Context: an optimization exercise on an open-source flow, tuned for small area, a short achievable clock period and few clock cycles. The choices shown serve that exercise and are no tape-out recipe. RTL that was checked went through simulation tests only; none was proved equivalent to the original. The RTL of runs 1 to 3 and 7 was laid out without a check of its function. Power is estimated from default activity; no workload was simulated.

$ cat flow/config.mk
export PLATFORM = sky130hd
export DESIGN_NAME = simd_histogram
export DESIGN_NICKNAME = simd_histogram
export VERILOG_FILES = /design/flow/design.v
export SDC_FILE = /design/flow/constraint.sdc
export NUM_CORES = 4
export LEC_CHECK = 0
export CAP_MARGIN = 20
export CORE_MARGIN = 2
export CORE_UTILIZATION = 40
export PLACE_DENSITY = 0.6
export SLEW_MARGIN = 20
$ cat flow/constraint.sdc
create_clock -name core_clock -period 6.0 [get_ports {clk}]
set_input_delay 1.2000 -clock core_clock [delete_from_list [all_inputs] [get_ports {clk}]]
set_output_delay 1.2000 -clock core_clock [all_outputs]
set_load 0.01 [all_outputs]
$ cat flow/design.v
module Histogram #(parameter INC = 0) (
	input        clk,
	input  [3:0] match,     
	input        clear,
	input  [4:0] loIn,      
	input        pIn,
	input  [9:0] hiIn,
	output reg [4:0] lo,    
	output       p,
	output reg [9:0] hi
);
wire s1 = match[0] ^ match[1] ^ match[2];
wire k1 = (match[0] & match[1]) | (match[2] & (match[0] | match[1]));
wire s0 = loIn[0] ^ match[3] ^ s1;
wire k2 = (loIn[0] & match[3]) | (s1 & (loIn[0] | match[3]));
wire s2 = loIn[1] ^ k1 ^ k2;
wire c2 = (k1 & k2) | (loIn[1] & (k1 | k2));    
wire [4:0] loN = {loIn[4] ^ (c2 & loIn[3] & loIn[2]), loIn[3] ^ (c2 & loIn[2]), loIn[2] ^ c2, s2, s0};
wire       ovf = c2 & loIn[4] & loIn[3] & loIn[2];
always @(posedge clk) begin
	if (clear) lo <= 5'd0;
	else       lo <= loN;
end
generate
	if (INC) begin : G_INC
		wire [9:0] ones;
		wire       inc = pIn | ovf;
		genvar i;
		assign ones[0] = 1'b1;
		for (i = 1; i < 10; i = i + 1) begin : ONES
			assign ones[i] = ones[i-1] & hiIn[i-1];
		end
		always @(posedge clk) hi <= hiIn ^ (ones & {10{inc}});
		assign p = 1'b0;
	end else begin : G_MOVE
		reg pr;
		always @(posedge clk) begin
			if (clear) begin
				pr <= 1'b0;
				hi <= 10'd0;
			end else begin
				pr <= pIn | ovf;
				hi <= hiIn;
			end
		end
		assign p = pr;
	end
endgenerate
endmodule
module simd_histogram (
	input             clk,
	input             rst_n,
	input             img_ready,
	output     [11:0] img_addr,
	input      [31:0] img_data,
	output            hist_we,
	output      [2:0] hist_addr,
	output     [15:0] hist_data,
	output reg        hist_transmit
);
localparam [2:0] U0 = 3'd7;
localparam [11:0] A_LAST = 12'h800;    
reg        busy;       
reg        rd;         
reg [11:0] addr;
reg        v1;         
reg        v2;         
reg        ow;         
reg  [2:0] u;          
reg [11:0] px;         
wire go    = rst_n & ((~busy & ~ow & img_ready) | rd);
wire start = v2 & ~v1;
wire [2:0] nu = 3'd2 - u;    
wire       fb = addr[11] ^ addr[5] ^ addr[3] ^ addr[0] ^ (addr[10:0] == 11'd0);
always @(posedge clk) begin
	px   <= v1 ? {img_data[31:29] + nu, img_data[23:21] + nu, img_data[15:13] + nu, img_data[7:5] + nu}
	           : 12'b001_001_001_001;
	addr <= go ? {addr[10:0], fb} : 12'd0;
	if (~rst_n) begin
		busy <= 1'b0;
		rd   <= 1'b0;
		v1   <= 1'b0;
		v2   <= 1'b0;
		ow   <= 1'b1;
		u    <= U0;
		hist_transmit <= 1'b0;
	end else begin
		busy <= (busy & ~hist_transmit) | go;
		rd   <= go & (addr != A_LAST);
		v1   <= go;
		v2   <= v1;
		ow   <= start | (ow & (u != U0 + 3'd1));
		u    <= (busy | ow) ? u - 3'd1 : 3'd0;
		hist_transmit <= busy & ow & (u == U0 + 3'd2);
	end
end
assign img_addr  = addr;
assign hist_we   = ow;
assign hist_addr = u;
wire [4:0] lo [0:7];
wire       p  [0:7];
wire [9:0] hi [0:7];
genvar s, l;
generate
	for (s = 0; s < 8; s = s + 1) begin : SLOT
		wire [3:0] match;
		for (l = 0; l < 4; l = l + 1) begin : PIX
			assign match[l] = (px[3*l+2:3*l] == s);
		end
		Histogram #(.INC(s == 0)) H (
			.clk(clk), .match(match), .clear(s == 1 ? ~v2 : 1'b0),
			.loIn(lo[(s + 7) % 8]), .pIn(p[(s + 7) % 8]), .hiIn(hi[(s + 7) % 8]),
			.lo(lo[s]), .p(p[s]), .hi(hi[s]));
	end
endgenerate
assign hist_data = {1'b0, hi[0], lo[0]};
endmodule
$ cat flow/run.sh
#!/bin/bash
# synth_recipe.tcl (not shown) runs the flow's synth.tcl, then flattens the netlist and writes it again
# the make line also repeats each setting of config.mk as NAME=value (left out here)
make -C /OpenROAD-flow-scripts/flow DESIGN_CONFIG=/design/flow/config.mk WORK_HOME=/design/flow/orfs CLKGATE_MAP_FILE= SYNTH_SCRIPT=/design/flow/synth_recipe.tcl finish
==> impl_metrics.toml, run 1 <==
[synth]
syn_inst = 430
ys_ff_latch = 160
synth_area_sq_mm = 0.005404
synthXorXnorAreaFrac_pct = 6.738
synth_top_family_by_area = "adder cells"
synth_area_leader_cell = "dfxtp_1"
async_reset_ff_share_pct = 0
seq_area_frac_synth_pct = 59.27
synth_edf_count = 0
synth_simple_gate_area_share_pct = 13.08
avgSynthCellArea_sq_um = 12.57
synth_ff_type = "dfxtp_1"
synth_compound_area_share_pct = 1.945
synth-adder-area-share_pct = 14.31
yosysUniqueCellTypes = 39
yosys.area.top_type_share_pct = 59.27
synth_warnings = 3
synth_area_leaders = "dfxtp_1 59%, fa_1 10%, inv_1 4.0%, and2_1 3.9%, ha_1 3.9%"
synth_nets = 510
synth.area.mux_share_pct = 0

[detailed_routing]
drt_wl_total_um = 8062
vias = 2913
postRouteAntennaNets = 0
maxUsedRoutingLayer = "met4"
met3_length_um = 369
post_drt_wl_per_cell_um = 11.87
met1_length_um = 3721
wl_met2_um = 3832
drt_iter0_drc = 105
drtPass1Iterations = 5
drc = 0
via_per_inst = 4.290

[worst_setup_path]
cp-start-kind = "register"
path_class = "register to register"
cp_max_fo = 8
reg2regPathDepth = 9
critPathSlowestCell = "fa_1"
crit_cells = 9
slowest_delay_ns = 0.54
crit_chain = "nor3_1 > fa_1 > inv_1 > fa_1 > fa_1 > and4b_1 > o211a_1 > nand4_4 > xnor2_2"
worst-endpoint-required_ns = 6.31
cp.arrival_ns = 3.47
critPathBufInv = 1
cp_common_cell = "fa_1"
end_kind = "register"
cp_top_family = "adder cells"

[sta]
worstMarginPinSlew_ns = 0.5193
fmax_mhz = 316.1
slew_viol_final = 0
skew_ns = 0.005675
rsz0062_at_grt = "false"
fin_crit_ns = 3.163
hold_viol = 0
setup_viol = 0
max_slew_margin_pct = 65.33
finalCritPeriodShare_pct = 52.72
finalSetupTns_ns = 0

[pwr]
p_leak_nw = 2.949
pwr_density_cell_mw_per_mm2 = 330.2
ir_drop_mv = 0.2204
power_mw = 2.195

[clock_tree]
clk_latency_ns = 0.42
cts_resized = 0
htree_levels = 4
clk_pin_slew_ns = 0.06
cts_buffer_depth = 2
root_buffer = "clkbuf_16"
cts_tree = "yes"
postCtsHoldBufs = 0
cts_buffers = 17
cts_sinks = 160
postCtsSetupRepairBufs = 0

[global_routing]
antenna_found_initial = 0
grt_max_degree = 18
grt_pass1_wl_um = 14070
grt_overflow = 0
grt_pass1_vias = 3054
grt_use_total_pct = 12.74

[floorplanning]
die_h_um = 120.2
pin_count = 68
start_util_pct = 40.81
num_rows = 42
core_area_sq_mm = 0.01324
fp.dieArea_sq_mm = 0.01446
die_w_um = 120.2

[final_layout]
area_growth_pct = 23.01
design_area_sq_mm = 0.006648
fin_nets = 570
final_layout_size_suffix_gt1_share_pct = 9.145
fin_util_pct = 50.20
antennaDiodeCount = 0
fin_cells = 679

[placed_design]
finalWeightedCongestion = 0.7863
dp_hpwl_um = 5583
place_inst = 647
portBuffers = 46
post_dp_cell_area_sq_mm = 0.006051

[job]
max_cap_viol_count = 0

[worst_hold_path]
whs_path_depth = 0
hold_class = "register to register"

[outcome]
outcome = "no timing/DRC/antenna violations"
layout by cell type (no fill, tap or decap), drive strengths merged, types with 5 or more instances in the layout:
master / Yosys / final
dfxtp: 160 / 160
fa: 28 / 28
and3b: 6 / 6
nand2b: 5 / 5
ha: 17 / 17
and3: 6 / 6
nand3: 10 / 10
clkbuf: 2 / 19
xor2: 18 / 18
xnor2: 21 / 21
nor3b: 6 / 6
and2: 35 / 35
nor2: 7 / 7
nor3: 5 / 5
clkdlybuf4s50: 0 / 46
inv: 57 / 62
nand2: 11 / 11
sequential cells by signal (all words and copies together), names as in the netlist, 3 cells and up:
name / cells
SLOT.H.G_MOVE.pr: 7
SLOT.H.hi: 80
addr: 12
px: 12
u: 3
SLOT.H.lo: 40
layer usage:
layer	GRT usage, %	vias up
met5	0	-
met4	5.233	0
met3	5.047	11
met2	19.67	51
met1	15.98	1395
li1	-	1456
worst paths after layout:
path              startpoint         endpoint  slack [ns]
max                    px[0]  SLOT[0].H.hi[9]        2.84
min          SLOT[4].H.hi[8]  SLOT[5].H.hi[8]        0.32
max reg2reg            px[0]  SLOT[0].H.hi[9]        2.84
min reg2reg  SLOT[4].H.hi[8]  SLOT[5].H.hi[8]        0.32
synthesized netlist by cell type, types with 5 or more instances:
| cell type | n |
|---|---|
| nand2b_1 | 5 |
| nand2_1 | 11 |
| nor3b_1 | 6 |
| inv_1 | 57 |
| nor3_1 | 5 |
| nand3_1 | 8 |
| and3_1 | 6 |
| nor2_1 | 7 |
| xnor2_1 | 18 |
| xor2_1 | 18 |
| and2_1 | 34 |
| dfxtp_1 | 160 |
| fa_1 | 28 |
| and3b_1 | 6 |
| ha_1 | 17 |
kinds of logic (layout without fill, tap and decap cells):
logic type | after synthesis | after routing
AND/OR/NAND/NOR | 109 | 109
flip-flops | 160 | 160
buffers and inverters | 62 | 135
AO/OA/AOI/OAI | 14 | 14
XOR/XNOR | 39 | 39
other | 1 | 1
adder cells (fa/ha/maj) | 45 | 45
stage by stage:
step / setup WS (ns) / hold WS, ns
4_1_cts: 2.781 / 0.3238
5_1_grt: 2.667 / 0.3291
2_1_floorplan: 3.258 / 0.3096
3_5_place_dp: 2.790 / 0.3121
3_3_place_gp: 2.849 / 0.3103
6_report: 2.837 / 0.3233
worst reg2reg max path: stages (launching register included):
cell	delay [ns]
dfxtp_1	0.46
nor3_1	0.11
fa_1	0.54
inv_1	0.05
fa_1	0.41
fa_1	0.46
and4b_1	0.29
o211a_1	0.44
nand4_4	0.16
xnor2_2	0.15
where the power goes:
group | switching (mW) | internal (mW)
combinational | 0.0249 | 0.0325
sequential | 0.00423 | 1.07
clock | 0.435 | 0.633
layout make-up:
class | count | area [sq um]
Sequential cell | 160 | 3203
Multi-Input combinational cell | 208 | 1953
Clock buffer | 19 | 442.9
Timing Repair Buffer | 46 | 460.4
Inverter | 57 | 214.0
Fill cell | 1208 | 6595
Tap cell | 176 | 220.2
Clock inverter | 13 | 153.9
==> run 2: changes to the inputs <==
--- a/flow/design.v
+++ b/flow/design.v
@@ -4,7 +4,9 @@
 	input        clear,
 	input  [4:0] loIn,      
+	input        cyIn,
 	input        pIn,
 	input  [9:0] hiIn,
 	output reg [4:0] lo,    
+	output       cy,
 	output       p,
 	output reg [9:0] hi
@@ -15,11 +17,18 @@
 wire k2 = (loIn[0] & match[3]) | (s1 & (loIn[0] | match[3]));
 wire s2 = loIn[1] ^ k1 ^ k2;
-wire c2 = (k1 & k2) | (loIn[1] & (k1 | k2));    
-wire [4:0] loN = {loIn[4] ^ (c2 & loIn[3] & loIn[2]), loIn[3] ^ (c2 & loIn[2]), loIn[2] ^ c2, s2, s0};
-wire       ovf = c2 & loIn[4] & loIn[3] & loIn[2];
+wire c2 = (k1 & k2) | (loIn[1] & (k1 | k2));
+wire [4:0] loN = {loIn[4] ^ (cyIn & loIn[3] & loIn[2]), loIn[3] ^ (cyIn & loIn[2]), loIn[2] ^ cyIn, s2, s0};
+wire       ovf = cyIn & loIn[4] & loIn[3] & loIn[2];
+reg cyr;
 always @(posedge clk) begin
-	if (clear) lo <= 5'd0;
-	else       lo <= loN;
+	if (clear) begin
+		lo  <= 5'd0;
+		cyr <= 1'b0;
+	end else begin
+		lo  <= loN;
+		cyr <= c2;
+	end
 end
+assign cy = cyr;
 generate
 	if (INC) begin : G_INC
@@ -59,5 +68,5 @@
 	output reg        hist_transmit
 );
-localparam [2:0] U0 = 3'd7;
+localparam [2:0] U0 = 3'd6;
 localparam [11:0] A_LAST = 12'h800;    
 reg        busy;       
@@ -66,14 +75,14 @@
 reg        v1;         
 reg        v2;         
+reg        v3;         
 reg        ow;         
 reg  [2:0] u;          
 reg [11:0] px;         
 wire go    = rst_n & ((~busy & ~ow & img_ready) | rd);
-wire start = v2 & ~v1;
+wire start = v3 & ~v2;
 wire [2:0] nu = 3'd2 - u;    
 wire       fb = addr[11] ^ addr[5] ^ addr[3] ^ addr[0] ^ (addr[10:0] == 11'd0);
 always @(posedge clk) begin
-	px   <= v1 ? {img_data[31:29] + nu, img_data[23:21] + nu, img_data[15:13] + nu, img_data[7:5] + nu}
-	           : 12'b001_001_001_001;
+	px   <= {img_data[31:29] + nu, img_data[23:21] + nu, img_data[15:13] + nu, img_data[7:5] + nu};
 	addr <= go ? {addr[10:0], fb} : 12'd0;
 	if (~rst_n) begin
@@ -82,4 +91,5 @@
 		v1   <= 1'b0;
 		v2   <= 1'b0;
+		v3   <= 1'b0;
 		ow   <= 1'b1;
 		u    <= U0;
@@ -90,4 +100,5 @@
 		v1   <= go;
 		v2   <= v1;
+		v3   <= v2;
 		ow   <= start | (ow & (u != U0 + 3'd1));
 		u    <= (busy | ow) ? u - 3'd1 : 3'd0;
@@ -99,4 +110,5 @@
 assign hist_addr = u;
 wire [4:0] lo [0:7];
+wire       cy [0:7];
 wire       p  [0:7];
 wire [9:0] hi [0:7];
@@ -106,10 +118,10 @@
 		wire [3:0] match;
 		for (l = 0; l < 4; l = l + 1) begin : PIX
-			assign match[l] = (px[3*l+2:3*l] == s);
+			assign match[l] = v2 & (px[3*l+2:3*l] == s);
 		end
 		Histogram #(.INC(s == 0)) H (
-			.clk(clk), .match(match), .clear(s == 1 ? ~v2 : 1'b0),
-			.loIn(lo[(s + 7) % 8]), .pIn(p[(s + 7) % 8]), .hiIn(hi[(s + 7) % 8]),
-			.lo(lo[s]), .p(p[s]), .hi(hi[s]));
+			.clk(clk), .match(match), .clear(s == 1 ? ow : 1'b0),
+			.loIn(lo[(s + 7) % 8]), .cyIn(cy[(s + 7) % 8]), .pIn(p[(s + 7) % 8]), .hiIn(hi[(s + 7) % 8]),
+			.lo(lo[s]), .cy(cy[s]), .p(p[s]), .hi(hi[s]));
 	end
 endgenerate
--- a/flow/config.mk
+++ b/flow/config.mk
@@ -10,3 +10,4 @@
 export CORE_UTILIZATION = 40
 export PLACE_DENSITY = 0.6
+export SETUP_SLACK_MARGIN = 3.9
 export SLEW_MARGIN = 20
==> impl_metrics.toml, run 2 <==
[worst_setup_path]
reg2regPathDepth = 6
crit_cells = 6
startpoint = "px[2]"
worst-endpoint-required_ns = 6.31
slowest_delay_ns = 0.50
cp-start-kind = "register"
cp_top_family = "adder cells"
cp_max_fo = 5
cp.arrival_ns = 2.52
reg2reg_slack_ns = 3.80
timing.rr.start = "px[2]"
crit_end = "SLOT[5].H.lo[1]"
end_kind = "register"
path_class = "register to register"
worstReg2RegEnd = "SLOT[5].H.lo[1]"
critPathBufInv = 1
crit_chain = "nor2b_1 > nand3_1 > fa_1 > fa_2 > fa_1 > inv_1"
cp_common_cell = "fa_1"
critPathSlowestCell = "fa_1"

[pwr]
ir_drop_mv = 0.2003
p_leak_nw = 2.996
pwr_density_cell_mw_per_mm2 = 371.1

[synth]
ys_ff_latch = 169
async_reset_ff_share_pct = 0
synth_ff_type = "dfxtp_1"
synth_nets = 505
synth_warnings = 3
seq_area_frac_synth_pct = 62.53
yosysMostFrequentCell = "dfxtp_1"
yosys.area.top_type_share_pct = 62.53
synth_edf_count = 0
ys_top_cells_by_count = "169 x dfxtp_1, 41 x inv_1, 28 x fa_1, 28 x nand3_1, 24 x xnor2_1"
synth_area_leaders = "dfxtp_1 63%, fa_1 10%, ha_1 3.9%, xnor2_1 3.9%, inv_1 2.8%"
synth_area_sq_mm = 0.005410
avgSynthCellArea_sq_um = 12.73
syn_inst = 425
yosysUniqueCellTypes = 34
synth_area_leader_cell = "dfxtp_1"

[detailed_routing]
post_drt_wl_per_cell_um = 12.81
drt_wl_total_um = 8880
drc = 0
postRouteAntennaNets = 0
drtPass1Iterations = 4
vias = 3030
drt_iter0_drc = 51
via_per_inst = 4.372

[sta]
setup_viol = 0
fmax_mhz = 453.8
skew_ns = 0.01107
worstMarginPinSlew_ns = 0.5299
max_slew_margin_pct = 64.55
hold_viol = 0
finalCritPeriodShare_pct = 36.73
finalSetupTns_ns = 0
fin_ws_ns = 3.796
rsz0062_at_grt = "true"
slew_viol_final = 0
fin_crit_ns = 2.204

[floorplanning]
pin_count = 68
die_h_um = 120.3
core_area_sq_mm = 0.01324
num_rows = 42
die_w_um = 120.3
fp.dieArea_sq_mm = 0.01447
start_util_pct = 40.85

[clock_tree]
cts_tree = "yes"
htree_levels = 4
cts_sinks = 169
cts_buffer_depth = 2
clk_latency_ns = 0.42
clk_pin_slew_ns = 0.07
cts_buffers = 17
postCtsHoldBufs = 0
root_buffer = "clkbuf_16"

[final_layout]
fin_nets = 584
antennaDiodeCount = 0
layout_common_cells = "128 x dfxtp_1, 41 x inv_1, 32 x dfxtp_2, 28 x buf_6, 23 x nand3_1"
seq_area_sq_mm = 0.003457
final_common_cell = "dfxtp_1"
fin_util_pct = 53.31
regMostFlops = "SLOT.H.hi"
multiInputGateArea_sq_mm = 0.002017
area_growth_pct = 30.48
final_layout_size_suffix_gt1_share_pct = 33.08
reg.largest.list = "SLOT.H.hi x80, SLOT.H.lo x40"
largest_reg_flops = 80
design_area_sq_mm = 0.007059
fillCellCount = 1172

[placed_design]
finalWeightedCongestion = 0.8506
post_dp_cell_area_sq_mm = 0.006115
dp_hpwl_um = 5768
portBuffers = 46
dp_slack_ns = 3.181

[global_routing]
busiest_layer = "met2"
grt_pass1_wl_um = 14860
met3_usage_pct = 4.906
grt_pass1_vias = 3162
grt_overflow = 0
grt_use_met2_pct = 21.91
grt_use_total_pct = 13.71
gr-usage-met1_pct = 16.32
grt_max_degree = 17
antenna_found_initial = 0

[outcome]
outcome = "no timing/DRC/antenna violations"

[job]
max_cap_viol_count = 0

[worst_hold_path]
hold_class = "register to register"
[run 2: cell count changes in the layout (fill, tap and decap cells not counted), sizes merged, moves of 6 or more]
| cell | delta |
|---|---|
| and2 | -20 |
| nor2b | +21 |
| nand3 | +18 |
| and3b | -6 |
| dfxtp | +9 |
| buf | +52 |
| clkdlybuf4s50 | -36 |
| inv | -17 |
| nand2 | +8 |
[run 2: area by class of cell]
class	instances	share of cell area, %
inverters	41	2.180
flip-flops and latches	169	48.97
clock inverters	13	2.038
multi-input cells	209	28.57
well taps	176	3.119
clock buffers	19	6.133
repair buffers	66	8.986
[run 2: report_power, final]
group	leakage (nW)	internal, mW	switching [mW]
logic	1.34	0.146	0.141
registers	1.38	1.21	0.0787
clock network	0.276	0.617	0.430
[run 2: how the worst min path moves through the flow]
stage | from | end | depth (start not counted)
after floorplan | SLOT[1].H.hi[0] | SLOT[2].H.hi[0] | 0
after global placement | SLOT[6].H.hi[4] | SLOT[7].H.hi[4] | 0
after detailed placement | SLOT[1].H.hi[0] | SLOT[2].H.hi[0] | 0
after CTS | SLOT[5].H.hi[2] | SLOT[6].H.hi[2] | 0
after global routing | SLOT[6].H.hi[2] | SLOT[7].H.hi[2] | 0
final | SLOT[6].H.hi[2] | SLOT[7].H.hi[2] | 0
[run 2: through the flow]
step | total power [mW] | hold WS [ns] | std cells
5_1_grt | 2.748 | 0.3304 | 693
3_5_place_dp | 1.513 | 0.3121 | 641
6_report | 2.620 | 0.3202 | 693
3_3_place_gp | 1.507 | 0.3102 | 641
2_1_floorplan | 1.428 | 0.3096 | 425
4_1_cts | 2.602 | 0.3239 | 688
[run 2: metal layers]
layer	vias up	part of all wire (%)
li1	1498	-
met2	51	48
met5	-	0
met4	0	2.4
met1	1465	45
met3	16	5.0
[run 2: cell families after synthesis]
group	Yosys count	synth area share, %
flops	169	62.53
simple gates	112	11.33
buf+inv	47	3.446
fa+ha+maj	45	14.29
xor+xnor	39	6.452
compound gates	12	1.873
other cells	1	0.06931
[run 2: worst register-to-register path, stage by stage, from the launching register on]
cell and delay, ns:
dfxtp_2 0.40, nor2b_1 0.21, nand3_1 0.12, fa_1 0.48
fa_2 0.36, fa_1 0.50, inv_1 0.04
[run 2: timing repair]
item / in CTS / in global routing
gates cloned: 0 / 0
resized for setup: 197 / 49
pin swaps: 8 / 13
setup buffers: 15 / 5
endpoints found under the setup margin: 56 / 48
==> run 3: changes to the inputs <==
--- a/flow/config.mk
+++ b/flow/config.mk
@@ -9,4 +9,6 @@
 export CORE_MARGIN = 2
 export CORE_UTILIZATION = 40
+export CTS_BUF_LIST = sky130_fd_sc_hd__clkbuf_8
+export CTS_CLUSTER_SIZE = 40
 export PLACE_DENSITY = 0.6
 export SETUP_SLACK_MARGIN = 3.9
==> impl_metrics.toml, run 3 <==
[detailed_routing]
via_per_inst = 4.342
drt_iter0_drc = 67
drtPass1Iterations = 4
post_drt_wl_per_cell_um = 12.56
postRouteAntennaNets = 0
drc = 0
drt_wl_total_um = 8764
vias = 3031

[floorplanning]
start_util_pct = 40.85
die_h_um = 120.3
fp.dieArea_sq_mm = 0.01447
num_rows = 42
die_w_um = 120.3
pin_count = 68
core_area_sq_mm = 0.01324

[sta]
worstMarginPinSlew_ns = 0.5299
fmax_mhz = 449.8
whs_ns = 0.3233
slew_viol_final = 0
finalCritPeriodShare_pct = 37.05
rsz0062_at_grt = "true"
setup_viol = 0
max_slew_margin_pct = 64.55
finalSetupTns_ns = 0
hold_viol = 0
fin_crit_ns = 2.223
skew_ns = 0.01514

[clock_tree]
htree_levels = 4
postCtsHoldBufs = 0
cts_buffer_depth = 2
cts_buffers = 17
cts_sinks = 169
clk_latency_ns = 0.44
root_buffer = "clkbuf_8"
cts_tree = "yes"
clk_pin_slew_ns = 0.08

[synth]
yosys.area.top_type_share_pct = 62.53
synth_edf_count = 0
synth_area_leader_cell = "dfxtp_1"
ys_top_cells_by_count = "169 x dfxtp_1, 41 x inv_1, 28 x fa_1, 28 x nand3_1, 24 x xnor2_1"
async_reset_ff_share_pct = 0
synth_ff_type = "dfxtp_1"
synth_warnings = 3
avgSynthCellArea_sq_um = 12.73
synth_nets = 505
synth_area_sq_mm = 0.005410
synth_area_leaders = "dfxtp_1 63%, fa_1 10%, ha_1 3.9%, xnor2_1 3.9%, inv_1 2.8%"
seq_area_frac_synth_pct = 62.53
syn_inst = 425
ys_ff_latch = 169
yosysUniqueCellTypes = 34
yosysMostFrequentCell = "dfxtp_1"

[final_layout]
area_growth_pct = 27.06
fin_util_pct = 51.91
antennaDiodeCount = 0
reg.largest.list = "SLOT.H.hi x80, SLOT.H.lo x40"
fin_cells = 698
fillCellCount = 1197
final_layout_size_suffix_gt1_share_pct = 32.38
layout_common_cells = "127 x dfxtp_1, 43 x inv_1, 36 x dfxtp_2, 34 x buf_6, 24 x nand3_1"
fin_nets = 589
regMostFlops = "SLOT.H.hi"
final_common_cell = "dfxtp_1"
largest_reg_flops = 80

[worst_setup_path]
path_class = "register to register"
critPathSlowestCell = "fa_2"
cp-start-kind = "register"
worst-endpoint-required_ns = 6.34
end_kind = "register"
cp.arrival_ns = 2.56
cp_max_fo = 6
cp_common_cell = "fa_2"
slowest_delay_ns = 0.54
crit_chain = "buf_4 > nand4_1 > fa_1 > fa_2 > fa_2 > inv_1"

[worst_hold_path]
hold_class = "register to register"

[global_routing]
grt_overflow = 0
grt_use_total_pct = 13.76
antenna_found_initial = 0
grt_pass1_wl_um = 14990
grt_pass1_vias = 3215
grt_max_degree = 17

[outcome]
outcome = "no timing/DRC/antenna violations"

[pwr]
power_mw = 2.309
p_leak_nw = 2.900
ir_drop_mv = 0.1988
pwr_density_cell_mw_per_mm2 = 335.9

[placed_design]
place_inst = 641
finalWeightedCongestion = 0.8506
portBuffers = 46
dp_hpwl_um = 5768

[job]
max_cap_viol_count = 0
-- run 3: worst max-delay path: cells and delay by family (launching register included) --
kind | cells | cell delay [ns]
AND/OR/NAND/NOR | 1 | 0.14
adder cells (fa/ha/maj) | 3 | 1.41
buffers and inverters | 2 | 0.18
flip-flops | 1 | 0.39
-- run 3: metrics by stage --
step | setup WS [ns] | cell area, sq um
2_1_floorplan | 3.845 | 5487
3_3_place_gp | 3.168 | 6115
3_5_place_dp | 3.181 | 6115
4_1_cts | 3.784 | 6798
5_1_grt | 3.711 | 6874
6_report | 3.777 | 6874
-- run 3: power breakdown --
part           internal, mW  switching [mW]
registers              1.20          0.0715
clock network         0.371           0.393
logic                 0.138           0.136
total                  1.71           0.600
-- run 3: final timing paths --
path | startpoint | to | slack (ns) | cells past startpoint
worst max-delay path | v2 | SLOT[7].H.lo[1] | 3.78 | 6
worst max register to register | v2 | SLOT[7].H.lo[1] | 3.78 | 6
worst min register to register | SLOT[5].H.hi[2] | SLOT[6].H.hi[2] | 0.32 | 0
worst min-delay path | SLOT[5].H.hi[2] | SLOT[6].H.hi[2] | 0.32 | 0
-- run 3: area by class of cell --
class	count	area [sq um]	area share, %
clock inverters	15	151.4	2.202
repair buffers	71	698.2	10.16
well taps	176	220.2	3.203
multi-input cells	209	1966	28.59
inverters	41	153.9	2.239
clock buffers	17	234.0	3.404
flip-flops and latches	169	3451	50.20
-- run 3: timing repair --
action | 4_1_cts | 5_1_grt
pin swaps | 5 | 5
hold endpoints to repair | 0 | 0
setup endpoints to repair | 52 | 52
setup buffers | 24 | 1
resized for setup | 212 | 21
-- run 3: cells by family after synthesis --
group	after synthesis	synth area share [%]
flops	169	62.53
simple gates	112	11.33
buf+inv	47	3.446
fa+ha+maj	45	14.29
xor+xnor	39	6.452
compound gates	12	1.873
other cells	1	0.06931
-- run 3: layer usage --
metal	track usage, %	part of all wire [%]	routed length, um
met1	16.43	46	4006
met2	22.02	48	4247
met3	5.849	4.4	389
met4	5.378	1.4	121
met5	0	0	0
==> run 4: changes to the inputs <==
--- a/flow/design.v
+++ b/flow/design.v
@@ -2,4 +2,6 @@
 	input        clk,
 	input  [3:0] match,     
+	input  [1:0] eq,        
+	input  [1:0] ne,        
 	input        clear,
 	input  [4:0] loIn,      
@@ -12,10 +14,14 @@
 	output reg [9:0] hi
 );
-wire s1 = match[0] ^ match[1] ^ match[2];
-wire k1 = (match[0] & match[1]) | (match[2] & (match[0] | match[1]));
-wire s0 = loIn[0] ^ match[3] ^ s1;
-wire k2 = (loIn[0] & match[3]) | (s1 & (loIn[0] | match[3]));
-wire s2 = loIn[1] ^ k1 ^ k2;
-wire c2 = (k1 & k2) | (loIn[1] & (k1 | k2));
+wire a1 = match[0] & eq[0];
+wire a0 = (match[0] | match[1]) & ne[0];
+wire b1 = match[2] & eq[1];
+wire b0 = (match[2] | match[3]) & ne[1];
+wire s0 = loIn[0] ^ a0 ^ b0;
+wire k0 = (loIn[0] & a0) | (b0 & (loIn[0] | a0));
+wire t1 = loIn[1] ^ a1 ^ b1;
+wire k1 = (loIn[1] & a1) | (b1 & (loIn[1] | a1));
+wire s2 = t1 ^ k0;
+wire c2 = k1 | (t1 & k0);
 wire [4:0] loN = {loIn[4] ^ (cyIn & loIn[3] & loIn[2]), loIn[3] ^ (cyIn & loIn[2]), loIn[2] ^ cyIn, s2, s0};
 wire       ovf = cyIn & loIn[4] & loIn[3] & loIn[2];
@@ -79,4 +85,5 @@
 reg  [2:0] u;          
 reg [11:0] px;         
+reg  [1:0] eq, ne;     
 wire go    = rst_n & ((~busy & ~ow & img_ready) | rd);
 wire start = v3 & ~v2;
@@ -85,4 +92,8 @@
 always @(posedge clk) begin
 	px   <= {img_data[31:29] + nu, img_data[23:21] + nu, img_data[15:13] + nu, img_data[7:5] + nu};
+	eq[0] <= v1 & (img_data[15:13] == img_data[7:5]);
+	ne[0] <= v1 & (img_data[15:13] != img_data[7:5]);
+	eq[1] <= v1 & (img_data[31:29] == img_data[23:21]);
+	ne[1] <= v1 & (img_data[31:29] != img_data[23:21]);
 	addr <= go ? {addr[10:0], fb} : 12'd0;
 	if (~rst_n) begin
@@ -118,8 +129,8 @@
 		wire [3:0] match;
 		for (l = 0; l < 4; l = l + 1) begin : PIX
-			assign match[l] = v2 & (px[3*l+2:3*l] == s);
+			assign match[l] = (px[3*l+2:3*l] == s);
 		end
 		Histogram #(.INC(s == 0)) H (
-			.clk(clk), .match(match), .clear(s == 1 ? ow : 1'b0),
+			.clk(clk), .match(match), .eq(eq), .ne(ne), .clear(s == 1 ? ow : 1'b0),
 			.loIn(lo[(s + 7) % 8]), .cyIn(cy[(s + 7) % 8]), .pIn(p[(s + 7) % 8]), .hiIn(hi[(s + 7) % 8]),
 			.lo(lo[s]), .cy(cy[s]), .p(p[s]), .hi(hi[s]));
==> impl_metrics.toml, run 4 <==
[job]
max_cap_viol_count = 0

[placed_design]
dp_hpwl_um = 6456
portBuffers = 46
finalWeightedCongestion = 0.8457

[floorplanning]
core_area_sq_mm = 0.01393
die_w_um = 123.7
num_rows = 43
start_util_pct = 41.13
fp.dieArea_sq_mm = 0.01530
die_h_um = 123.7
pin_count = 68

[worst_setup_path]
cp_top_family = "flip-flops"
worst-endpoint-required_ns = 4.80
slowest_delay_ns = 0.36
critPathSlowestCell = "dfxtp_4"
path_class = "register to primary output"
crit_chain = "buf_6"
cp-start-kind = "register"
cp_max_fo = 2
critPathBufInv = 1
cp.arrival_ns = 0.92
reg2reg_slack_ns = 4.03
end_kind = "primary output"

[synth]
synth_compound_area_share_pct = 3.755
syn_inst = 482
avgSynthCellArea_sq_um = 11.89
ys_top_cells_by_count = "173 x dfxtp_1, 49 x inv_1, 31 x xnor2_1"
synth_ff_type = "dfxtp_1"
yosysMostFrequentCell = "dfxtp_1"
yosysUniqueCellTypes = 33
synth.area.mux_share_pct = 0
ys_ff_latch = 173
synth_area_leader_cell = "dfxtp_1"
synth-adder-area-share_pct = 12.44
synth_area_sq_mm = 0.005732
synth_warnings = 3
async_reset_ff_share_pct = 0
synth_edf_count = 0
synth_area_leaders = "dfxtp_1 60%, fa_1 7.0%, ha_1 5.5%, xnor2_1 4.7%, inv_1 3.2%"
yosys.area.top_type_share_pct = 60.42
synth_nets = 562
synth_simple_gate_area_share_pct = 12.36
synthXorXnorAreaFrac_pct = 6.876
seq_area_frac_synth_pct = 60.42
synth_top_family_by_area = "adder cells"

[sta]
slew_viol_final = 0
fmax_mhz = 472.8
setup_viol = 0
rsz0062_at_grt = "true"
worstMarginPinSlew_ns = 0.4970
whs_ns = 0.3244
max_slew_margin_pct = 66.75
finalSetupTns_ns = 0
finalCritPeriodShare_pct = 35.25
fin_crit_ns = 2.115
skew_ns = 0.01166
hold_viol = 0

[final_layout]
final_layout_size_suffix_gt1_share_pct = 23.04
final_common_cell = "dfxtp_1"
layout_common_cells = "141 x dfxtp_1, 49 x inv_1, 32 x buf_6, 30 x nand2_1, 29 x dfxtp_2"
largest_reg_flops = 80
reg.largest.list = "SLOT.H.hi x80, SLOT.H.lo x40"
antennaDiodeCount = 0
fin_nets = 641
fin_util_pct = 50.74
area_growth_pct = 23.36
regMostFlops = "SLOT.H.hi"
fillCellCount = 1256
seq_area_sq_mm = 0.003511
multiInputGateArea_sq_mm = 0.002085

[clock_tree]
clk_latency_ns = 0.45
htree_levels = 4
cts_sinks = 173
clk_pin_slew_ns = 0.09
cts_tree = "yes"
cts_buffers = 17
cts_buffer_depth = 2
root_buffer = "clkbuf_8"

[global_routing]
grt_use_total_pct = 13.80
antenna_found_initial = 0
grt_pass1_vias = 3419
grt_pass1_wl_um = 15660
grt_max_degree = 17
grt_overflow = 0

[detailed_routing]
postRouteAntennaNets = 0
drc = 0
post_drt_wl_per_cell_um = 12.49
drtPass1Iterations = 4
drt_iter0_drc = 118
drt_wl_total_um = 9402
via_per_inst = 4.477
vias = 3371

[pwr]
pwr_density_cell_mw_per_mm2 = 341.7
p_leak_nw = 3.142
ir_drop_mv = 0.1686

[outcome]
outcome = "no timing/DRC/antenna violations"

[worst_hold_path]
hold_class = "register to register"
## run 4: area by class of cell
| class | instances | area share [%] |
|---|---|---|
| tap | 180 | 3.185 |
| sequential | 173 | 49.65 |
| clock buffer | 18 | 3.504 |
| inverter | 50 | 2.849 |
| multi-input combinational | 252 | 29.48 |
| timing repair buffer | 67 | 9.450 |
| clock inverter | 13 | 1.876 |
## run 4: final timing paths
path,startpoint,to,depth (start not counted)
max,u[0],hist_addr[0],1
min,SLOT[5].H.hi[9],SLOT[6].H.hi[9],0
max reg2reg,px[2],SLOT[5].H.cyr,6
min reg2reg,SLOT[5].H.hi[9],SLOT[6].H.hi[9],0
## run 4: what timing repair did
item                                    4_1_cts  5_1_grt
hold buffers                                  0        0
endpoints found under the setup margin       51       50
cloned                                        0        0
resized for setup                           200        9
pin swaps                                     0        3
buffers inserted                             20        1
## run 4: report_power, final
part	total [mW]	internal [mW]	leakage [nW]	switching (mW)
combinational	0.341	0.163	1.54	0.178
clock	0.763	0.347	0.186	0.417
sequential	1.31	1.22	1.41	0.0868
## run 4: logic make-up (layout without fill, tap and decap cells)
family                     after synthesis  after routing
buffers and inverters                   57            148
xor gates and xnor gates                45             45
other                                    1              1
adders and majority gates               45             45
DFF                                    173            173
and+or+nand+nor                        132            132
AOI/OAI and AO/OA                       29             29
## run 4: routing by layer
metal  global-route usage [%]  wire length [um]  vias to the layer above
li1                         -                 -                     1697
met1                    17.48              4395                     1580
met2                    20.60              4277                       72
met3                    5.266               518                       22
met4                    6.889               211                        0
met5                        0                 0                        -
## run 4: per-stage QoR
step	cell area [sq um]	setup slack [ns]	total power [mW]	std cells
after floorplan	5742	3.900	1.538	482
after global placement	6395	3.229	1.635	701
after detailed placement	6395	3.215	1.648	701
after CTS	7019	3.831	2.436	752
after global routing	7071	3.828	2.562	753
final	7071	3.885	2.416	753
Testbench counts of run 4, summed over its fixed seeds: cycles 131,464.
==> run 5: changes to the inputs <==
--- a/flow/config.mk
+++ b/flow/config.mk
@@ -12,4 +12,4 @@
 export CTS_CLUSTER_SIZE = 40
 export PLACE_DENSITY = 0.6
-export SETUP_SLACK_MARGIN = 3.9
+export SETUP_SLACK_MARGIN = 3.85
 export SLEW_MARGIN = 20
==> impl_metrics.toml, run 5 <==
[synth]
synth_nets = 562
synth_warnings = 3
syn_inst = 482
avgSynthCellArea_sq_um = 11.89
async_reset_ff_share_pct = 0
yosys.area.top_type_share_pct = 60.42
synth_area_leaders = "dfxtp_1 60%, fa_1 7.0%, ha_1 5.5%, xnor2_1 4.7%, inv_1 3.2%"
synth_edf_count = 0
synth_area_leader_cell = "dfxtp_1"
synth_ff_type = "dfxtp_1"
ys_top_cells_by_count = "173 x dfxtp_1, 49 x inv_1, 31 x xnor2_1"
yosysMostFrequentCell = "dfxtp_1"
synth_area_sq_mm = 0.005732
seq_area_frac_synth_pct = 60.42
yosysUniqueCellTypes = 33
ys_ff_latch = 173

[final_layout]
multiInputGateArea_sq_mm = 0.002064
area_growth_pct = 23.49
fin_util_pct = 50.79
final_common_cell = "dfxtp_1"
antennaDiodeCount = 0
regMostFlops = "SLOT.H.hi"
seq_area_sq_mm = 0.003511
layout_common_cells = "141 x dfxtp_1, 49 x inv_1, 32 x buf_6, 30 x nand2_1, 30 x xnor2_1"
final_layout_size_suffix_gt1_share_pct = 22.47
largest_reg_flops = 80
reg.largest.list = "SLOT.H.hi x80, SLOT.H.lo x40"
fin_nets = 642
fillCellCount = 1224

[worst_setup_path]
critPathSlowestCell = "clkdlybuf4s50_1"
slowest_delay_ns = 0.44
worstReg2RegEnd = "SLOT[3].H.cyr"
critPathBufInv = 1
timing.rr.start = "px[1]"
crit_chain = "clkdlybuf4s50_1 > ha_2 > fa_2 > xnor2_1 > xnor2_1"
end_kind = "register"
worst-endpoint-required_ns = 6.32
reg2regPathDepth = 6
cp_max_fo = 2
cp-start-kind = "input port"
cp_common_cell = "xnor2_1"
reg2reg_slack_ns = 4.02
cp_top_family = "adder cells"
cp.arrival_ns = 2.45
path_class = "input port to register"

[pwr]
switching_share_pct = 27.75
pwr_density_cell_mw_per_mm2 = 346.8
pwr-share-comb_pct = 13.7
p_clk_share_pct = 32.9
intPower_mw = 1.774
seq_power_share_pct = 53.4
power.switching_mw = 0.6812
p_leak_nw = 3.134
ir_drop_mv = 0.2120

[detailed_routing]
drtPass1Iterations = 4
drt_iter0_drc = 104
post_drt_wl_per_cell_um = 12.65
via_per_inst = 4.438
postRouteAntennaNets = 0
drc = 0
vias = 3346
drt_wl_total_um = 9537

[clock_tree]
cts_tree = "yes"
clk_pin_slew_ns = 0.09
cts_buffers = 17
root_buffer = "clkbuf_8"
htree_levels = 4
cts_sinks = 173
postCtsHoldBufs = 0
cts_buffer_depth = 2
clk_latency_ns = 0.45

[floorplanning]
die_h_um = 123.7
core_area_sq_mm = 0.01393
start_util_pct = 41.13
fp.dieArea_sq_mm = 0.01530
pin_count = 68
num_rows = 43
die_w_um = 123.7

[global_routing]
grt_pass1_wl_um = 16100
gr-usage-met1_pct = 16.99
antenna_found_initial = 0
grt_max_degree = 17
grt_overflow = 0
busiest_layer = "met2"
grt_use_total_pct = 14.17
grt_pass1_vias = 3540
grt_use_met2_pct = 22.32
met3_usage_pct = 5.769

[sta]
finalCritPeriodShare_pct = 35.40
setup_viol = 0
fin_ws_ns = 3.876
hold_viol = 0
whs_ns = 0.3302
finalSetupTns_ns = 0
rsz0062_at_grt = "true"
slew_viol_final = 0
fin_crit_ns = 2.124
skew_ns = 0.008347
fmax_mhz = 470.9

[worst_hold_path]
whs_path_depth = 0
hold_end = "SLOT[3].H.hi[6]"
worstHoldStart = "SLOT[2].H.hi[6]"
hold_class = "register to register"

[job]
max_cap_viol_count = 0

[placed_design]
finalWeightedCongestion = 0.8494
portBuffers = 46
dp_slack_ns = 3.230
dp_hpwl_um = 6416

[outcome]
outcome = "no timing/DRC/antenna violations"
==> run 5: cell count changes in the layout (fill, tap and decap cells not counted), sizes merged <==
cell / before / now
buf: 53 / 54
bufinv: 2 / 3
clkdlybuf4s50: 10 / 11
clkinv: 4 / 3
dlygate4sd2: 0 / 1
dlymetal6s2s: 4 / 2
==> run 5: how the worst max path moves through the flow <==
stage	startpoint	end	slack, ns	depth (start not counted)
global route	u[2]	hist_addr[2]	3.82	1
finish	img_data[13]	px[5]	3.88	5
floorplan	img_data[29]	px[11]	3.86	4
detailed placement	ow	hist_we	3.23	1
global placement	ow	hist_we	3.23	1
CTS	ow	hist_we	3.73	1
==> run 5: cells by family (layout without fill, tap and decap cells) <==
family	Yosys count	in the layout	share of synthesized area, %
fa+ha+maj	45	45	12.44
buf+inv	57	149	4.082
flops	173	173	60.42
simple gates	132	132	12.36
compound gates	29	29	3.755
other cells	1	1	0.06543
xor+xnor	45	45	6.876
==> run 5: per-stage QoR <==
stage               total power, mW  cells  instance area (sq um)
floorplan                     1.536    482                   5732
global placement              1.632    701                   6385
detailed placement            1.646    701                   6385
CTS                           2.478    753                   6995
global route                  2.596    754                   7078
finish                        2.455    754                   7078
==> run 5: area by class of cell <==
cell class | count | share of cell area [%]
clock buffer | 18 | 3.500
sequential | 173 | 49.60
clock inverter | 13 | 2.245
multi-input combinational | 252 | 29.17
inverter | 50 | 2.846
tap | 180 | 3.182
timing repair buffer | 68 | 9.457
==> run 5: power by group through the flow <==
stage,registers (mW),logic (mW),clock network [mW]
6_report,1.31,0.337,0.807
5_1_grt,1.32,0.391,0.881
4_1_cts,1.31,0.336,0.834
3_5_place_dp,1.34,0.302,0
3_3_place_gp,1.34,0.291,0
2_1_floorplan,1.31,0.226,0
==> run 5: what timing repair did <==
action | in CTS | in global routing
resized for setup | 191 | 17
setup buffers | 21 | 1
pin swaps | 2 | 2
setup endpoints to repair | 50 | 41
==> run 5: layer usage <==
layer	routed length (um)	vias to the layer above
met5	0	-
li1	-	1698
met3	536	16
met1	4487	1570
met4	160	0
met2	4352	62
==> run 6: changes to the inputs <==
--- a/flow/config.mk
+++ b/flow/config.mk
@@ -9,6 +9,7 @@
 export CORE_MARGIN = 2
 export CORE_UTILIZATION = 40
-export CTS_BUF_LIST = sky130_fd_sc_hd__clkbuf_8
-export CTS_CLUSTER_SIZE = 40
+export CTS_BUF_LIST = sky130_fd_sc_hd__clkbuf_16
+export CTS_CLUSTER_DIAMETER = 150
+export CTS_CLUSTER_SIZE = 60
 export PLACE_DENSITY = 0.6
 export SETUP_SLACK_MARGIN = 3.85
==> impl_metrics.toml, run 6 <==
[synth]
avgSynthCellArea_sq_um = 11.89
ys_ff_latch = 173
synth_area_leaders = "dfxtp_1 60%, fa_1 7.0%, ha_1 5.5%, xnor2_1 4.7%, inv_1 3.2%"
yosysMostFrequentCell = "dfxtp_1"
synth_warnings = 3
yosysUniqueCellTypes = 33
synth_ff_type = "dfxtp_1"
ys_top_cells_by_count = "173 x dfxtp_1, 49 x inv_1, 31 x xnor2_1"
seq_area_frac_synth_pct = 60.42
synth_area_leader_cell = "dfxtp_1"
synth_edf_count = 0
synth_nets = 562
async_reset_ff_share_pct = 0
yosys.area.top_type_share_pct = 60.42
syn_inst = 482
synth_area_sq_mm = 0.005732

[worst_setup_path]
timing.rr.start = "px[1]"
worstReg2RegEnd = "SLOT[3].H.cyr"
cp_max_fo = 3
startpoint = "addr[2]"
cp-start-kind = "register"
slowest_delay_ns = 0.35
end_kind = "primary output"
cp.arrival_ns = 0.90
crit_chain = "buf_2"
critPathSlowestCell = "dfxtp_2"
reg2regPathDepth = 6
crit_cells = 1
reg2reg_slack_ns = 4.02
crit_end = "img_addr[2]"
worst-endpoint-required_ns = 4.80
cp_top_family = "flip-flops"
critPathBufInv = 1
path_class = "register to primary output"

[detailed_routing]
drc = 0
via_per_inst = 4.466
drt_wl_total_um = 9323
vias = 3318
post_drt_wl_per_cell_um = 12.55
postRouteAntennaNets = 0
drtPass1Iterations = 4
drt_iter0_drc = 133

[final_layout]
fillCellCount = 1246
area_growth_pct = 21.74
regMostFlops = "SLOT.H.hi"
design_area_sq_mm = 0.006978
fin_nets = 631
antennaDiodeCount = 0
largest_reg_flops = 80
reg.largest.list = "SLOT.H.hi x80, SLOT.H.lo x40"
final_layout_size_suffix_gt1_share_pct = 19.89
final_common_cell = "dfxtp_1"
layout_common_cells = "147 x dfxtp_1, 49 x inv_1, 30 x nand2_1, 30 x buf_2, 29 x xnor2_1"

[clock_tree]
cts_buffers = 17
cts_sinks = 173
cts_buffer_depth = 2
cts_tree = "yes"
root_buffer = "clkbuf_16"
clk_pin_slew_ns = 0.06
htree_levels = 4
clk_latency_ns = 0.43

[floorplanning]
start_util_pct = 41.13
die_w_um = 123.7
num_rows = 43
fp.dieArea_sq_mm = 0.01530
pin_count = 68
die_h_um = 123.7
core_area_sq_mm = 0.01393

[sta]
finalCritPeriodShare_pct = 35.04
rsz0062_at_grt = "false"
whs_ns = 0.3235
fin_ws_ns = 3.897
hold_viol = 0
slew_viol_final = 0
finalSetupTns_ns = 0
skew_ns = 0.01535
setup_viol = 0
fmax_mhz = 475.6
fin_crit_ns = 2.103

[pwr]
seq_power_share_pct = 48.3
switching_share_pct = 26.47
p_leak_nw = 3.134
intPower_mw = 1.994
power.switching_mw = 0.7177
power_mw = 2.712
ir_drop_mv = 0.2183
pwr-share-comb_pct = 12.1
pwr_density_cell_mw_per_mm2 = 388.6
p_clk_share_pct = 39.6

[placed_design]
portBuffers = 46
dp_slack_ns = 3.230
dp_hpwl_um = 6416
post_dp_cell_area_sq_mm = 0.006385
finalWeightedCongestion = 0.8494

[global_routing]
gr-usage-met1_pct = 16.54
grt_pass1_wl_um = 15530
met3_usage_pct = 4.991
grt_max_degree = 17
grt_use_met2_pct = 21.22
grt_pass1_vias = 3443
grt_overflow = 0
busiest_layer = "met2"
grt_use_total_pct = 13.72
antenna_found_initial = 0

[worst_hold_path]
hold_class = "register to register"

[job]
max_cap_viol_count = 0

[outcome]
outcome = "no timing/DRC/antenna violations"
run 6: cell count changes in the layout (fill, tap and decap cells not counted), moves of 6 or more:
cell / delta
buf_2: +30
buf_4: -10
buf_6: -32
clkbuf_16: +17
clkbuf_8: -18
dfxtp_1: +6
dfxtp_2: -6
run 6: metal layers:
layer / part of all wire, % / up-vias
li1: - / 1680
met1: 47 / 1550
met2: 45 / 68
met3: 5.3 / 20
met4: 2.6 / 0
met5: 0 / -
run 6: cell families (layout without fill, tap and decap cells):
logic type | after synthesis | after routing | share of synthesized area [%]
simple gates | 132 | 132 | 12.36
flops | 173 | 173 | 60.42
xor+xnor | 45 | 45 | 6.876
other cells | 1 | 1 | 0.06543
fa+ha+maj | 45 | 45 | 12.44
buf+inv | 57 | 138 | 4.082
compound gates | 29 | 29 | 3.755
run 6: worst min-delay path by stage:
stage	start	to	slack, ns	cells after the start
floorplan	SLOT[1].H.hi[0]	SLOT[2].H.hi[0]	0.31	0
detailed placement	SLOT[1].H.hi[7]	SLOT[2].H.hi[7]	0.31	0
global route	SLOT[3].H.hi[1]	SLOT[4].H.hi[1]	0.34	0
finish	SLOT[1].H.hi[1]	SLOT[2].H.hi[1]	0.32	0
global placement	SLOT[6].H.hi[5]	SLOT[7].H.hi[5]	0.31	0
CTS	SLOT[2].H.hi[6]	SLOT[3].H.hi[6]	0.33	0
run 6: through the flow:
| step | util [%] | instances |
|---|---|---|
| after floorplan | - | 482 |
| after global placement | 45.82 | 701 |
| after detailed placement | 45.82 | 701 |
| after CTS | 49.87 | 743 |
| after global routing | 50.08 | 743 |
| final | 50.08 | 743 |
run 6: timing repair:
action                                  in CTS  in global routing
endpoints found under the setup margin      51                 20
pin swaps                                    1                  3
resized for setup                          160                 11
hold buffers                                 0                  0
setup buffers                               11                  0
gates cloned                                 0                  0
run 6: area by class of cell:
cell class / count / area [sq um] / area share, %
Timing Repair Buffer: 57 / 387.9 / 5.559
Sequential cell: 173 / 3503 / 50.21
Inverter: 50 / 201.4 / 2.887
Tap cell: 180 / 225.2 / 3.228
Multi-Input combinational cell: 252 / 2072 / 29.69
Clock buffer: 17 / 425.4 / 6.096
Clock inverter: 14 / 162.7 / 2.331
run 6: power groups by stage:
stage | clock [mW] | sequential (mW) | combinational, mW
after floorplan | 0 | 1.31 | 0.226
after global placement | 0 | 1.34 | 0.291
after detailed placement | 0 | 1.34 | 0.302
after CTS | 1.10 | 1.31 | 0.324
after global routing | 1.15 | 1.32 | 0.380
final | 1.07 | 1.31 | 0.328
==> run 7: changes to the inputs <==
--- a/flow/design.v
+++ b/flow/design.v
@@ -6,9 +6,7 @@
 	input        clear,
 	input  [4:0] loIn,      
-	input        cyIn,
 	input        pIn,
 	input  [9:0] hiIn,
 	output reg [4:0] lo,    
-	output       cy,
 	output       p,
 	output reg [9:0] hi
@@ -24,17 +22,10 @@
 wire s2 = t1 ^ k0;
 wire c2 = k1 | (t1 & k0);
-wire [4:0] loN = {loIn[4] ^ (cyIn & loIn[3] & loIn[2]), loIn[3] ^ (cyIn & loIn[2]), loIn[2] ^ cyIn, s2, s0};
-wire       ovf = cyIn & loIn[4] & loIn[3] & loIn[2];
-reg cyr;
+wire [4:0] loN = {loIn[4] ^ (c2 & loIn[3] & loIn[2]), loIn[3] ^ (c2 & loIn[2]), loIn[2] ^ c2, s2, s0};
+wire       ovf = c2 & loIn[4] & loIn[3] & loIn[2];
 always @(posedge clk) begin
-	if (clear) begin
-		lo  <= 5'd0;
-		cyr <= 1'b0;
-	end else begin
-		lo  <= loN;
-		cyr <= c2;
-	end
+	if (clear) lo <= 5'd0;
+	else       lo <= loN;
 end
-assign cy = cyr;
 generate
 	if (INC) begin : G_INC
@@ -74,5 +65,5 @@
 	output reg        hist_transmit
 );
-localparam [2:0] U0 = 3'd6;
+localparam [2:0] U0 = 3'd7;
 localparam [11:0] A_LAST = 12'h800;    
 reg        busy;       
@@ -81,5 +72,4 @@
 reg        v1;         
 reg        v2;         
-reg        v3;         
 reg        ow;         
 reg  [2:0] u;          
@@ -87,5 +77,5 @@
 reg  [1:0] eq, ne;     
 wire go    = rst_n & ((~busy & ~ow & img_ready) | rd);
-wire start = v3 & ~v2;
+wire start = v2 & ~v1;
 wire [2:0] nu = 3'd2 - u;    
 wire       fb = addr[11] ^ addr[5] ^ addr[3] ^ addr[0] ^ (addr[10:0] == 11'd0);
@@ -102,5 +92,4 @@
 		v1   <= 1'b0;
 		v2   <= 1'b0;
-		v3   <= 1'b0;
 		ow   <= 1'b1;
 		u    <= U0;
@@ -111,5 +100,4 @@
 		v1   <= go;
 		v2   <= v1;
-		v3   <= v2;
 		ow   <= start | (ow & (u != U0 + 3'd1));
 		u    <= (busy | ow) ? u - 3'd1 : 3'd0;
@@ -121,5 +109,4 @@
 assign hist_addr = u;
 wire [4:0] lo [0:7];
-wire       cy [0:7];
 wire       p  [0:7];
 wire [9:0] hi [0:7];
@@ -133,6 +120,6 @@
 		Histogram #(.INC(s == 0)) H (
 			.clk(clk), .match(match), .eq(eq), .ne(ne), .clear(s == 1 ? ow : 1'b0),
-			.loIn(lo[(s + 7) % 8]), .cyIn(cy[(s + 7) % 8]), .pIn(p[(s + 7) % 8]), .hiIn(hi[(s + 7) % 8]),
-			.lo(lo[s]), .cy(cy[s]), .p(p[s]), .hi(hi[s]));
+			.loIn(lo[(s + 7) % 8]), .pIn(p[(s + 7) % 8]), .hiIn(hi[(s + 7) % 8]),
+			.lo(lo[s]), .p(p[s]), .hi(hi[s]));
 	end
 endgenerate
==> impl_metrics.toml, run 7 <==
[final_layout]
fin_nets = 635
fin_cells = 743
largest_reg_flops = 80
reg.largest.list = "SLOT.H.hi x80, SLOT.H.lo x40"
antennaDiodeCount = 0
regMostFlops = "SLOT.H.hi"
area_growth_pct = 29.61
layout_common_cells = "129 x dfxtp_1, 45 x inv_1, 30 x buf_2, 28 x nand2_1, 24 x dfxtp_2"
final_layout_size_suffix_gt1_share_pct = 32.63
design_area_sq_mm = 0.007179
fin_util_pct = 53.58
final_common_cell = "dfxtp_1"

[synth]
synth_nets = 553
synth_ff_type = "dfxtp_1"
synth_area_leaders = "dfxtp_1 59%, fa_1 7.2%, ha_1 5.6%, xnor2_1 4.1%, inv_1 3.0%"
yosys.area.top_type_share_pct = 59.27
yosysUniqueCellTypes = 40
synth_area_sq_mm = 0.005539
synth_warnings = 3
seq_area_frac_synth_pct = 59.27
synth_edf_count = 0
yosysMostFrequentCell = "dfxtp_1"
ys_ff_latch = 164
syn_inst = 473
async_reset_ff_share_pct = 0
synth_area_leader_cell = "dfxtp_1"
ys_top_cells_by_count = "164 x dfxtp_1, 45 x inv_1, 31 x nand2_1"
avgSynthCellArea_sq_um = 11.71

[worst_setup_path]
cp-start-kind = "register"
worst-endpoint-required_ns = 6.30
cp.arrival_ns = 2.50
cp_max_fo = 8
path_class = "register to register"
end_kind = "register"

[placed_design]
finalWeightedCongestion = 0.7800
portBuffers = 46
dp_hpwl_um = 6625
place_inst = 689
dp_slack_ns = 3.303
post_dp_cell_area_sq_mm = 0.006213

[outcome]
outcome = "no timing/DRC/antenna violations"

[global_routing]
grt_pass1_vias = 3491
grt_use_total_pct = 15.19
grt_max_degree = 20
grt_overflow = 0
antenna_found_initial = 0
grt_pass1_wl_um = 16980

[sta]
rsz0062_at_grt = "true"
fmax_mhz = 453.4
whs_ns = 0.3248
slew_viol_final = 0
finalSetupTns_ns = 0
finalCritPeriodShare_pct = 36.76
fin_ws_ns = 3.794
setup_viol = 0
max_slew_margin_pct = 64.99
hold_viol = 0
fin_crit_ns = 2.206
worstMarginPinSlew_ns = 0.5233
skew_ns = 0.009258

[detailed_routing]
drt_wl_total_um = 10150
via_per_inst = 4.499
drc = 0
vias = 3343
post_drt_wl_per_cell_um = 13.66
drt_iter0_drc = 107
postRouteAntennaNets = 0
drtPass1Iterations = 6

[pwr]
power.switching_mw = 0.5680
power_mw = 2.357
pwr_density_cell_mw_per_mm2 = 328.3
switching_share_pct = 24.09
intPower_mw = 1.789
p_clk_share_pct = 41.8
seq_power_share_pct = 50.1
p_leak_nw = 3.190
pwr-share-comb_pct = 8.1
ir_drop_mv = 0.1711

[job]
max_cap_viol_count = 0

[clock_tree]
clk_latency_ns = 0.42
cts_buffers = 17
htree_levels = 4
postCtsHoldBufs = 0
cts_tree = "yes"
clk_pin_slew_ns = 0.06
cts_buffer_depth = 2
root_buffer = "clkbuf_16"
cts_sinks = 164

[floorplanning]
die_w_um = 121.7
core_area_sq_mm = 0.01340
die_h_um = 121.7
start_util_pct = 41.34
num_rows = 42
pin_count = 68
fp.dieArea_sq_mm = 0.01480

[worst_hold_path]
hold_class = "register to register"
==> run 7: cell types whose count changed after synthesis, sizes merged, moves of 3 or more <==
cell	previous run	this run
a21o	0	6
a41o	7	1
and2	14	17
and3	0	8
dfxtp	173	164
inv	49	45
nand3	27	18
xnor2	31	26
xor2	14	19
==> run 7: layout make-up <==
cell class | count | area (sq um)
Tap cell | 176 | 220.2
Sequential cell | 164 | 3354
Inverter | 45 | 168.9
Clock buffer | 17 | 425.4
Multi-Input combinational cell | 257 | 2401
Timing Repair Buffer | 70 | 495.5
Fill cell | 1149 | 6221
Clock inverter | 14 | 113.9
==> run 7: metal layers <==
| metal | GRT usage [%] | share of wire, % | up-vias |
|---|---|---|---|
| li1 | - | - | 1668 |
| met1 | 19.39 | 47 | 1608 |
| met2 | 23.74 | 47 | 54 |
| met3 | 5.384 | 4.5 | 13 |
| met4 | 5.747 | 1.5 | 0 |
| met5 | 0 | 0 | - |
==> run 7: power groups by stage <==
| stage | Sequential, mW | Clock, mW | Combinational, mW |
|---|---|---|---|
| finish | 1.18 | 0.985 | 0.192 |
| detailed placement | 1.19 | 0 | 0.125 |
| CTS | 1.18 | 1.01 | 0.162 |
| floorplan | 1.17 | 0 | 0.102 |
| global route | 1.19 | 1.06 | 0.209 |
| global placement | 1.19 | 0 | 0.122 |
==> run 7: worst max-delay path, stage by stage, from the launching register on <==
cell,delay (ns)
dfxtp_2,0.36
nor3_1,0.27
o21ai_2,0.11
fa_2,0.41
inv_1,0.07
ha_2,0.15
nand2b_4,0.14
a41o_4,0.25
nand3_1,0.14
xnor2_2,0.17
==> run 7: kinds of logic (layout without fill, tap and decap cells) <==
group	Yosys count	in the layout	synth area share, %
compound gates	32	32	3.840
fa+ha+maj	45	45	12.88
simple gates	134	134	13.08
flops	164	164	59.27
other cells	1	1	0.06770
xor+xnor	45	45	7.115
buf+inv	52	146	3.750
==> run 7: final timing paths <==
kind,startpoint,end,slack [ns],cells past startpoint
setup / recovery,px[3],SLOT[0].H.hi[6],3.79,9
hold / removal,SLOT[1].H.hi[6],SLOT[2].H.hi[6],0.32,0
setup reg to reg,px[3],SLOT[0].H.hi[6],3.79,9
hold reg to reg,SLOT[1].H.hi[6],SLOT[2].H.hi[6],0.32,0
==> run 7: repair_timing <==
item,4_1_cts,5_1_grt
setup buffers,17,6
pin swaps,4,18
resized for setup,199,60
endpoints found under the setup margin,76,55
==> run 8: changes to the inputs <==
==> flow/design.v (replaced) <==
module Histogram (
	input         clk,
	input   [3:0] match,     
	input         shift,     
	input  [14:0] countIn,   
	output [14:0] count      
);
reg  [1:0]  lo;
reg         cy;
reg  [12:0] hi;
wire [2:0]  d   = match[0] + match[1] + match[2] + match[3];
wire [1:0]  sum = lo + d[1:0];
wire        c   = d[2] | (d[1] & d[0] & (lo != 2'd0)) | (d[1] & lo[1]) | (d[0] & lo[1] & lo[0]);
always @(posedge clk) begin
	lo <= shift ? countIn[1:0] : sum;
	cy <= c;
	hi <= (shift ? countIn[14:2] : hi) + cy;
end
assign count = {hi, lo};
endmodule
module simd_histogram (
	input             clk,
	input             rst_n,
	input             img_ready,
	output     [11:0] img_addr,
	input      [31:0] img_data,
	output            hist_we,
	output      [2:0] hist_addr,
	output     [15:0] hist_data,
	output reg        hist_transmit
);
reg        busy;       
reg        rd;         
reg [11:0] addr;
reg        v1;         
reg        v2;         
reg        v3;         
reg        clr;        
reg        ow;         
reg  [2:0] k;          
reg [11:0] px;         
wire go = (~busy & ~ow & ~clr & img_ready) | rd;
always @(posedge clk) begin
	px <= {img_data[31:29], img_data[23:21], img_data[15:13], img_data[7:5]};
	if (~rst_n) begin
		busy <= 1'b0;
		rd   <= 1'b0;
		addr <= 12'd0;
		v1   <= 1'b0;
		v2   <= 1'b0;
		v3   <= 1'b0;
		clr  <= 1'b1;
		ow   <= 1'b0;
		k    <= 3'd0;
		hist_transmit <= 1'b0;
	end else begin
		busy <= (busy & ~hist_transmit) | go;
		rd   <= go & (addr != 12'd4095);
		if (go) addr <= addr + 12'd1;
		v1   <= go;
		v2   <= v1;
		v3   <= v2;
		clr  <= 1'b0;
		ow   <= clr | (v3 & ~v2) | (ow & (k != 3'd7));
		if (ow) k <= k + 3'd1;
		hist_transmit <= busy & ow & (k == 3'd6);
	end
end
assign img_addr  = addr;
assign hist_we   = ow;
assign hist_addr = k;
wire [14:0] count [0:8];
assign count[8] = 15'd0;
genvar b, l;
generate
	for (b = 0; b < 8; b = b + 1) begin : HIST
		wire [3:0] match;
		for (l = 0; l < 4; l = l + 1) begin : PIX
			assign match[l] = v2 & (px[3*l+2:3*l] == b);
		end
		Histogram H (.clk(clk), .match(match), .shift(ow), .countIn(count[b+1]), .count(count[b]));
	end
endgenerate
assign hist_data = {1'b0, count[0]};
endmodule
--- a/flow/config.mk
+++ b/flow/config.mk
@@ -9,8 +9,4 @@
 export CORE_MARGIN = 2
 export CORE_UTILIZATION = 40
-export CTS_BUF_LIST = sky130_fd_sc_hd__clkbuf_16
-export CTS_CLUSTER_DIAMETER = 150
-export CTS_CLUSTER_SIZE = 60
 export PLACE_DENSITY = 0.6
-export SETUP_SLACK_MARGIN = 3.85
 export SLEW_MARGIN = 20
==> impl_metrics.toml, run 8 <==
[detailed_routing]
drt_wl_total_um = 15370
drt_iter0_drc = 267
drc = 0
postRouteAntennaNets = 0
drtPass1Iterations = 4
vias = 5967
post_drt_wl_per_cell_um = 13.04
via_per_inst = 5.061

[synth]
synth_nets = 950
synth_warnings = 2
async_reset_ff_share_pct = 0
yosys.area.top_type_share_pct = 38.72
synth_area_leader_cell = "dfxtp_1"
synth_area_sq_mm = 0.008428
synth_area_leaders = "dfxtp_1 39%, mux2i_1 8.0%, ha_1 7.7%, xor2_1 6.4%, xnor2_1 5.7%"
syn_inst = 855
seq_area_frac_synth_pct = 38.72
avgSynthCellArea_sq_um = 9.857
synth_edf_count = 0
yosysMostFrequentCell = "dfxtp_1"
ys_top_cells_by_count = "163 x dfxtp_1, 71 x nand2_1, 67 x mux2i_1"
yosysUniqueCellTypes = 57
synth_ff_type = "dfxtp_1"
ys_ff_latch = 163

[sta]
fin_ws_ns = 2.402
fin_crit_ns = 3.598
skew_ns = 0.009707
whs_ns = 0.4372
setup_viol = 0
slew_viol_final = 0
hold_viol = 0
finalSetupTns_ns = 0
max_slew_margin_pct = 53.74
finalCritPeriodShare_pct = 59.97
fmax_mhz = 277.9
rsz0062_at_grt = "false"
worstMarginPinSlew_ns = 0.6939

[clock_tree]
postCtsHoldBufs = 0
cts_sinks = 163
clk_latency_ns = 0.42
cts_tree = "yes"
cts_resized = 0
cts_buffers = 17
htree_levels = 4
clk_pin_slew_ns = 0.07
cts_buffer_depth = 2
root_buffer = "clkbuf_16"
postCtsSetupRepairBufs = 0

[worst_setup_path]
cp_top_family = "buffers and inverters"
worst-endpoint-required_ns = 4.80
crit_chain = "buf_4 > clkdlybuf4s50_1"
end_kind = "primary output"
path_class = "register to primary output"
cp_max_fo = 50
critPathSlowestCell = "dfxtp_4"
slowest_delay_ns = 0.71
cp-start-kind = "register"
critPathBufInv = 2
cp.arrival_ns = 2.40

[final_layout]
fin_cells = 1179
final_common_cell = "dfxtp_1"
largest_reg_flops = 104
area_growth_pct = 15.04
final_layout_size_suffix_gt1_share_pct = 7.965
regMostFlops = "HIST.H.hi"
antennaDiodeCount = 0
reg.largest.list = "HIST.H.hi x104, HIST.H.lo x16"
fin_nets = 986
layout_common_cells = "162 x dfxtp_1, 71 x nand2_1, 67 x mux2i_1, 62 x nor2_1, 62 x xor2_1"

[floorplanning]
die_h_um = 149.2
fp.dieArea_sq_mm = 0.02225
pin_count = 68
num_rows = 53
core_area_sq_mm = 0.02082
start_util_pct = 40.48
die_w_um = 149.2

[placed_design]
finalWeightedCongestion = 0.8257
portBuffers = 46
dp_hpwl_um = 10890
dp_slack_ns = 2.826
place_inst = 1147

[worst_hold_path]
hold_class = "register to register"

[outcome]
outcome = "no timing/DRC/antenna violations"

[global_routing]
grt_overflow = 0
grt_pass1_vias = 5684
grt_use_total_pct = 14.54
grt_pass1_wl_um = 26620
antenna_found_initial = 0
grt_max_degree = 59

[job]
max_cap_viol_count = 0

[pwr]
ir_drop_mv = 0.1890
p_leak_nw = 3.815
pwr_density_cell_mw_per_mm2 = 253.5
power_mw = 2.458
## run 8: worst paths after layout
| path | slack, ns | end | cells after the start | startpoint |
|---|---|---|---|---|
| worst max-delay path | 2.40 | hist_we | 2 | ow |
| worst min-delay path | 0.44 | v2 | 1 | v1 |
| worst max register to register | 2.97 | HIST[3].H.hi[10] | 9 | ow |
| worst min register to register | 0.44 | v2 | 1 | v1 |
## run 8: metrics by stage
| step | cell area, sq um | utilization (%) |
|---|---|---|
| 6_report | 9696 | 46.56 |
| 5_1_grt | 9696 | 46.56 |
| 4_1_cts | 9696 | 46.56 |
| 3_5_place_dp | 9079 | 43.60 |
| 3_3_place_gp | 9079 | 43.60 |
| 2_1_floorplan | 8428 | - |
## run 8: cells by family after synthesis
group / synth area share (%)
and+or+nand+nor: 18.62
DFF: 38.72
xor gates and xnor gates: 12.16
muxes: 11.56
AOI/OAI and AO/OA: 5.746
adders and majority gates: 10.57
buffers and inverters: 2.583
other: 0.04449
## run 8: cell type report
cell class                 count  area, sq um
clock buffer                  17        425.4
inverter                       8        30.03
tap                          275        344.1
clock inverter                15        191.4
sequential                   163         3267
multi-input combinational    651         4947
timing repair buffer          50        490.5
fill                        2034        11130
## run 8: layer usage
metal,vias to the layer above,global-route usage (%),wire length [um]
li1,3105,-,-
met1,2798,20.33,7865
met2,53,22.67,7051
met3,11,2.599,291
met4,0,5.000,165
met5,-,0,0
## run 8: power by group
group          switching, mW  internal, mW
clock                  0.477         0.669
combinational         0.0680        0.0845
sequential            0.0403          1.12
total                  0.585          1.87
## run 8: worst reg2reg max path: stages, from the launching register on
cell and delay (ns):
dfxtp_4 0.71, buf_4 0.64, mux2_2 0.28, ha_1 0.16, ha_1 0.21, nand4_1 0.14
a21oi_2 0.39, nand3_1 0.15, xor2_1 0.15, mux2i_1 0.08
Testbench counts of run 8, summed over its fixed seeds: cycles 131,472.

Re-timed with assumed drivers on the ports (clkbuf_16 on the clock, buf_2 on other inputs), run 8 has 2.357 ns of setup slack against 2.402 ns with ideal ports, and 2.820 ns once port delays also move by the mid clock arrival of 0.463 ns.
